Context: an optimization exercise on an open-source flow, tuned for small area and a short achievable clock period. The choices shown serve that exercise and are no tape-out recipe. In this exercise RTL edits were held to simulation tests only and were not proved equivalent to the original. Power and IR drop assume default switching activity.

==> flow/design.v <==
module CPU(clk,rst,data_out,instr_out,instr_read,data_read,instr_addr,data_addr,data_write,data_in);
input             clk;
input             rst;
input      [31:0] data_out;
input      [31:0] instr_out;
output            instr_read;
output     [31:0] instr_addr;
output            data_read;
output     [31:0] data_addr;
output     [3:0]  data_write;
output     [31:0] data_in;
localparam OP_LOAD   = 7'b0000011,
           OP_IMM    = 7'b0010011,
           OP_AUIPC  = 7'b0010111,
           OP_STORE  = 7'b0100011,
           OP_OP     = 7'b0110011,
           OP_LUI    = 7'b0110111,
           OP_BRANCH = 7'b1100011,
           OP_JALR   = 7'b1100111,
           OP_JAL    = 7'b1101111;
localparam F_ADD = 4'd0, F_SUB = 4'd1, F_SLL = 4'd2, F_SLT = 4'd3, F_SLTU = 4'd4,
           F_XOR = 4'd5, F_OR  = 4'd6, F_AND = 4'd7, F_SRL = 4'd8, F_SRA  = 4'd9;
assign instr_read = 1'b1;
reg  [31:0] pc;
reg  [31:0] x1, x2;      
reg  [31:0] a1, a2;      
reg  [4:0]  e_sh;        
reg  [4:0]  e_rd;
reg  [2:0]  e_f3;
reg  [3:0]  e_fn;
reg         e_sub;
reg         e_wen;       
reg         e_load;
reg         e_store;
reg         e_jal;       
reg         e_br;        
reg  [31:0] rf [1:31];
reg  [31:1] rf_v;
wire [32:0] as;
wire [31:0] ap, ag;      
Alu_Add u_as(.a(x1), .b(x2), .sub(e_sub), .s(as), .p(ap), .g(ag));
wire        ltu  = ~as[32];
wire        lt   = ltu ^ x1[31] ^ x2[31];
wire        eq   = &ap;     
wire [4:0]  sh   = e_sh;
wire        sll  = (e_fn == F_SLL);
reg  [31:0] x1_rev, sh_rev;
integer k;
always @(*) for (k = 0; k < 32; k = k + 1) x1_rev[k] = x1[31-k];
wire [31:0] sh_in  = sll ? x1_rev : x1;
wire        sh_fill = (e_fn == F_SRA) & x1[31];
wire [31:0] sh_s1  = sh[0] ? {{1{sh_fill}},  sh_in[31:1]}  : sh_in;
wire [31:0] sh_s2  = sh[1] ? {{2{sh_fill}},  sh_s1[31:2]}  : sh_s1;
wire [31:0] sh_s3  = sh[2] ? {{4{sh_fill}},  sh_s2[31:4]}  : sh_s2;
wire [31:0] sh_s4  = sh[3] ? {{8{sh_fill}},  sh_s3[31:8]}  : sh_s3;
wire [31:0] sh_out = sh[4] ? {{16{sh_fill}}, sh_s4[31:16]} : sh_s4;
always @(*) for (k = 0; k < 32; k = k + 1) sh_rev[k] = sh_out[31-k];
reg  [31:0] alu;
always @(*) begin
    case (e_fn)
        F_ADD:   alu = as[31:0];
        F_SUB:   alu = as[31:0];
        F_SLL:   alu = sh_rev;
        F_SLT:   alu = {31'd0, lt};
        F_SLTU:  alu = {31'd0, ltu};
        F_XOR:   alu = ap;
        F_OR:    alu = ap | ag;
        F_AND:   alu = ag;
        F_SRL:   alu = sh_out;
        F_SRA:   alu = sh_out;
        default: alu = 32'd0;
    endcase
end
wire [31:0] ea;
Addr_Add u_ea(.a(a1), .b(a2), .s(ea));
wire [1:0] idx = ea[1:0];
assign data_addr = ea;
assign data_read = e_load;
assign data_in   = e_f3[1] ? x2 : e_f3[0] ? {2{x2[15:0]}} : {4{x2[7:0]}};
reg [3:0] strobe;
always @(*) begin
    strobe = 4'd0;
    if (e_store) begin
        case (e_f3)
            3'b000:  strobe = 4'b0001 << idx;
            3'b001:  strobe = (idx == 2'd0) ? 4'b0011 : 4'b1100;
            3'b010:  strobe = 4'b1111;
            default: strobe = 4'd0;
        endcase
    end
end
assign data_write = strobe;
reg [31:0] ld;
always @(*) begin
    case (e_f3)
        3'b000:  case (idx)
                     2'd0: ld = {{24{data_out[7]}},  data_out[7:0]};
                     2'd1: ld = {{24{data_out[15]}}, data_out[15:8]};
                     2'd2: ld = {{24{data_out[23]}}, data_out[23:16]};
                     default: ld = {{24{data_out[31]}}, data_out[31:24]};
                 endcase
        3'b100:  case (idx)
                     2'd0: ld = {24'd0, data_out[7:0]};
                     2'd1: ld = {24'd0, data_out[15:8]};
                     2'd2: ld = {24'd0, data_out[23:16]};
                     default: ld = {24'd0, data_out[31:24]};
                 endcase
        3'b001:  ld = (idx == 2'd0) ? {{16{data_out[15]}}, data_out[15:0]} : {{16{data_out[31]}}, data_out[31:16]};
        3'b101:  ld = (idx == 2'd0) ? {16'd0, data_out[15:0]} : {16'd0, data_out[31:16]};
        3'b010:  ld = data_out;
        default: ld = 32'd0;
    endcase
end
wire [31:0] wb = e_load ? ld : e_jal ? x2 : alu;
reg cond;
always @(*) begin
    case (e_f3)
        3'b000:  cond = eq;
        3'b001:  cond = ~eq;
        3'b100:  cond = lt;
        3'b101:  cond = ~lt;
        3'b110:  cond = ltu;
        3'b111:  cond = ~ltu;
        default: cond = 1'b0;
    endcase
end
wire        jump   = e_jal | (e_br & cond);
wire [31:0] target = ea;
wire [31:0] pc4    = pc + 32'd4;
always @(posedge clk or posedge rst) begin
    if (rst) pc <= 32'd0;
    else     pc <= jump ? target : pc4;
end
assign instr_addr = pc;
integer r;
always @(posedge clk) begin
    for (r = 1; r < 32; r = r + 1)
        if (e_wen && e_rd == r) rf[r] <= wb;
end
always @(posedge clk or posedge rst) begin
    if (rst) rf_v <= 31'd0;
    else if (e_wen) rf_v[e_rd] <= 1'b1;
end
wire [31:0] in = instr_out;
wire [6:0]  opc = in[6:0];
wire [2:0]  f3  = in[14:12];
wire [4:0]  rd  = in[11:7];
wire [4:0]  rs1 = in[19:15];
wire [4:0]  rs2 = in[24:20];
reg  [31:0] rd1, rd2;
always @(*) begin
    rd1 = 32'd0;
    rd2 = 32'd0;
    for (r = 1; r < 32; r = r + 1) begin
        if (rs1 == r && rf_v[r]) rd1 = rd1 | rf[r];
        if (rs2 == r && rf_v[r]) rd2 = rd2 | rf[r];
    end
end
wire fw1 = e_wen && (e_rd == rs1);
wire fw2 = e_wen && (e_rd == rs2);
wire [31:0] v1 = fw1 ? wb : rd1;
wire [31:0] v2 = fw2 ? wb : rd2;
reg [31:0] imm;
always @(*) begin
    case (opc)
        OP_STORE:          imm = {{21{in[31]}}, in[30:25], in[11:7]};
        OP_LUI, OP_AUIPC:  imm = {in[31:12], 12'd0};
        OP_JAL:            imm = {{12{in[31]}}, in[19:12], in[20], in[30:21], 1'b0};
        default:           imm = {{21{in[31]}}, in[30:20]};
    endcase
end
wire [31:0] immb = {{20{in[31]}}, in[7], in[30:25], in[11:8], 1'b0};
wire d_op  = (opc == OP_OP);
wire d_imm = (opc == OP_IMM);
wire d_br  = (opc == OP_BRANCH);
wire d_st  = (opc == OP_STORE);
wire d_lui = (opc == OP_LUI);
wire d_jal = (opc == OP_JAL) || (opc == OP_JALR);
wire d_wen = (d_op || d_imm || opc == OP_LOAD || opc == OP_AUIPC || opc == OP_LUI || d_jal) && (rd != 5'd0);
wire [31:0] aimm = d_st ? {{21{in[31]}}, in[30:25], in[11:7]}
                 : (opc == OP_JAL) ? {{12{in[31]}}, in[19:12], in[20], in[30:21], 1'b0}
                 : {{21{in[31]}}, in[30:20]};
reg [3:0] d_fn;
always @(*) begin
    d_fn = F_ADD;
    if (d_op || d_imm) begin
        case (f3)
            3'd0: d_fn = (d_op && in[30]) ? F_SUB : F_ADD;
            3'd1: d_fn = F_SLL;
            3'd2: d_fn = F_SLT;
            3'd3: d_fn = F_SLTU;
            3'd4: d_fn = F_XOR;
            3'd5: d_fn = in[30] ? F_SRA : F_SRL;
            3'd6: d_fn = F_OR;
            default: d_fn = F_AND;
        endcase
    end
end
always @(posedge clk) begin
    x1   <= d_lui ? 32'd0 : (opc == OP_AUIPC) ? pc : v1;
    a1   <= (d_br || opc == OP_JAL) ? pc : v1;
    a2   <= d_br ? immb : aimm;
    e_sh <= d_op ? v2[4:0] : imm[4:0];
    x2   <= (d_op || d_br || d_st) ? v2 : d_jal ? pc4 : imm;
    e_rd <= rd;
    e_f3 <= f3;
    e_fn <= d_fn;
    e_sub <= d_br || d_fn == F_SUB || d_fn == F_SLT || d_fn == F_SLTU;
end
always @(posedge clk or posedge rst) begin
    if (rst) begin
        e_wen   <= 1'b0;
        e_load  <= 1'b0;
        e_store <= 1'b0;
        e_jal   <= 1'b0;
        e_br    <= 1'b0;
    end else if (jump) begin
        e_wen   <= 1'b0;
        e_load  <= 1'b0;
        e_store <= 1'b0;
        e_jal   <= 1'b0;
        e_br    <= 1'b0;
    end else begin
        e_wen   <= d_wen;
        e_load  <= (opc == OP_LOAD);
        e_store <= d_st;
        e_jal   <= d_jal;
        e_br    <= d_br;
    end
end
endmodule
module Addr_Add(a, b, s);
input  [31:0] a, b;
output [31:0] s;
assign s = a + b;
endmodule
module Alu_Add(a, b, sub, s, p, g);
input  [31:0] a, b;
input         sub;
output [32:0] s;
output [31:0] p, g;      
wire   [31:0] bs = b ^ {32{sub}};
assign p = a ^ bs;
assign g = a & bs;
assign s = {1'b0, a} + {1'b0, bs} + {32'd0, sub};
endmodule
Settings: LEC_CHECK=0, CAP_MARGIN=40, CORE_MARGIN=2, CORE_UTILIZATION=35, CTS_CLUSTER_DIAMETER=100, CTS_CLUSTER_SIZE=20, PLACE_DENSITY=0.5, SETUP_SLACK_MARGIN=5, SLEW_MARGIN=40, SYNTH_HIERARCHICAL=1; clock period 12.0 ns.
standard.sh (not shown) runs the stock make flow with config.mk's settings and CLKGATE_MAP_FILE= SYNTH_SCRIPT=/design/flow/synth_recipe.tcl, a recipe that flattens the netlist after the stock synthesis.
==> flow/flow/run.sh <==
#!/bin/bash
# The standard layout (standard.sh: standard synthesis, floorplan,
# placement, CTS, routing), made with two changes:
#  - the resizer's setup repair aims past the 12 ns clock (larger margin);
#  - the port buffers are buf_2 cells instead of delay buffers.
# The clock period and constraints are unchanged; every port keeps a buffer.
set -euo pipefail
bash standard.sh SETUP_SLACK_MARGIN=6.5 "BUFFER_PORTS_ARGS=-buffer_cell sky130_fd_sc_hd__buf_2" finish > standard_flow.log 2>&1
==> next run, changes <==
--- a/flow/design.v
+++ b/flow/design.v
@@ -23,9 +23,8 @@
 assign instr_read = 1'b1;
 reg  [31:0] pc;
 reg  [31:0] x1, x2;      
 reg  [31:0] a1, a2;      
-reg  [4:0]  e_sh;        
 reg  [4:0]  e_rd;
 reg  [2:0]  e_f3;
 reg  [3:0]  e_fn;
 reg         e_sub;
@@ -41,9 +40,9 @@
 Alu_Add u_as(.a(x1), .b(x2), .sub(e_sub), .s(as), .p(ap), .g(ag));
 wire        ltu  = ~as[32];
 wire        lt   = ltu ^ x1[31] ^ x2[31];
 wire        eq   = &ap;     
-wire [4:0]  sh   = e_sh;
+wire [4:0]  sh   = x2[4:0];
 wire        sll  = (e_fn == F_SLL);
 reg  [31:0] x1_rev, sh_rev;
 integer k;
 always @(*) for (k = 0; k < 32; k = k + 1) x1_rev[k] = x1[31-k];
@@ -146,15 +145,18 @@
 wire [2:0]  f3  = in[14:12];
 wire [4:0]  rd  = in[11:7];
 wire [4:0]  rs1 = in[19:15];
 wire [4:0]  rs2 = in[24:20];
+wire [31:1] sel1, sel2;
+Reg_Sel u_sel1(.addr(rs1), .valid(rf_v), .sel(sel1));
+Reg_Sel u_sel2(.addr(rs2), .valid(rf_v), .sel(sel2));
 reg  [31:0] rd1, rd2;
 always @(*) begin
     rd1 = 32'd0;
     rd2 = 32'd0;
     for (r = 1; r < 32; r = r + 1) begin
-        if (rs1 == r && rf_v[r]) rd1 = rd1 | rf[r];
-        if (rs2 == r && rf_v[r]) rd2 = rd2 | rf[r];
+        if (sel1[r]) rd1 = rd1 | rf[r];
+        if (sel2[r]) rd2 = rd2 | rf[r];
     end
 end
 wire fw1 = e_wen && (e_rd == rs1);
 wire fw2 = e_wen && (e_rd == rs2);
@@ -199,9 +201,8 @@
 always @(posedge clk) begin
     x1   <= d_lui ? 32'd0 : (opc == OP_AUIPC) ? pc : v1;
     a1   <= (d_br || opc == OP_JAL) ? pc : v1;
     a2   <= d_br ? immb : aimm;
-    e_sh <= d_op ? v2[4:0] : imm[4:0];
     x2   <= (d_op || d_br || d_st) ? v2 : d_jal ? pc4 : imm;
     e_rd <= rd;
     e_f3 <= f3;
     e_fn <= d_fn;
@@ -243,4 +244,11 @@
 assign p = a ^ bs;
 assign g = a & bs;
 assign s = {1'b0, a} + {1'b0, bs} + {32'd0, sub};
 endmodule
+module Reg_Sel(addr, valid, sel);
+input  [4:0]  addr;
+input  [31:1] valid;
+output reg [31:1] sel;
+integer r;
+always @(*) for (r = 1; r < 32; r = r + 1) sel[r] = (addr == r) && valid[r];
+endmodule
Result: The changed run finished clean; total power climbs by 2.3%; clock skew is higher by 5.4 ps; worst setup slack is better by 4.2 ps; final cell count drops by 3.5%; wire length climbs by 0.44%.

==> afterwards: timing with drivers on the ports <==
How much do the figures lean on ideal ports? The routed layouts below were timed once more, with nothing changed but the port constraints.
Step 1: set_driving_cell puts a clkbuf_16 on clk and a buf_2 on each other input, an assumption about the parent block.
Step 2, shift: input delay + t, output delay - t, t = (earliest + latest rising clock arrival at the registers) / 2. This alone moves slack from input paths to output paths.
a / b / c = ideal / step 1 / step 2; a / b = the first two.
run | shift t [ns] | setup WS [ns] | worst setup path at the end | worst data-port slew with drivers (ns) | pins driven straight from the clock port
the first run | 0.804 | 6.392 / 6.313 / 5.646 | input to register | 0.25 | 1
the second run | 0.820 | 6.396 / 6.332 / 5.635 | input to register | 0.12 | 1
After both steps every run listed still meets setup and hold. The setup slack of the second run, which loses most, moves by -0.064 ns with the drivers and by -0.761 ns with both steps.
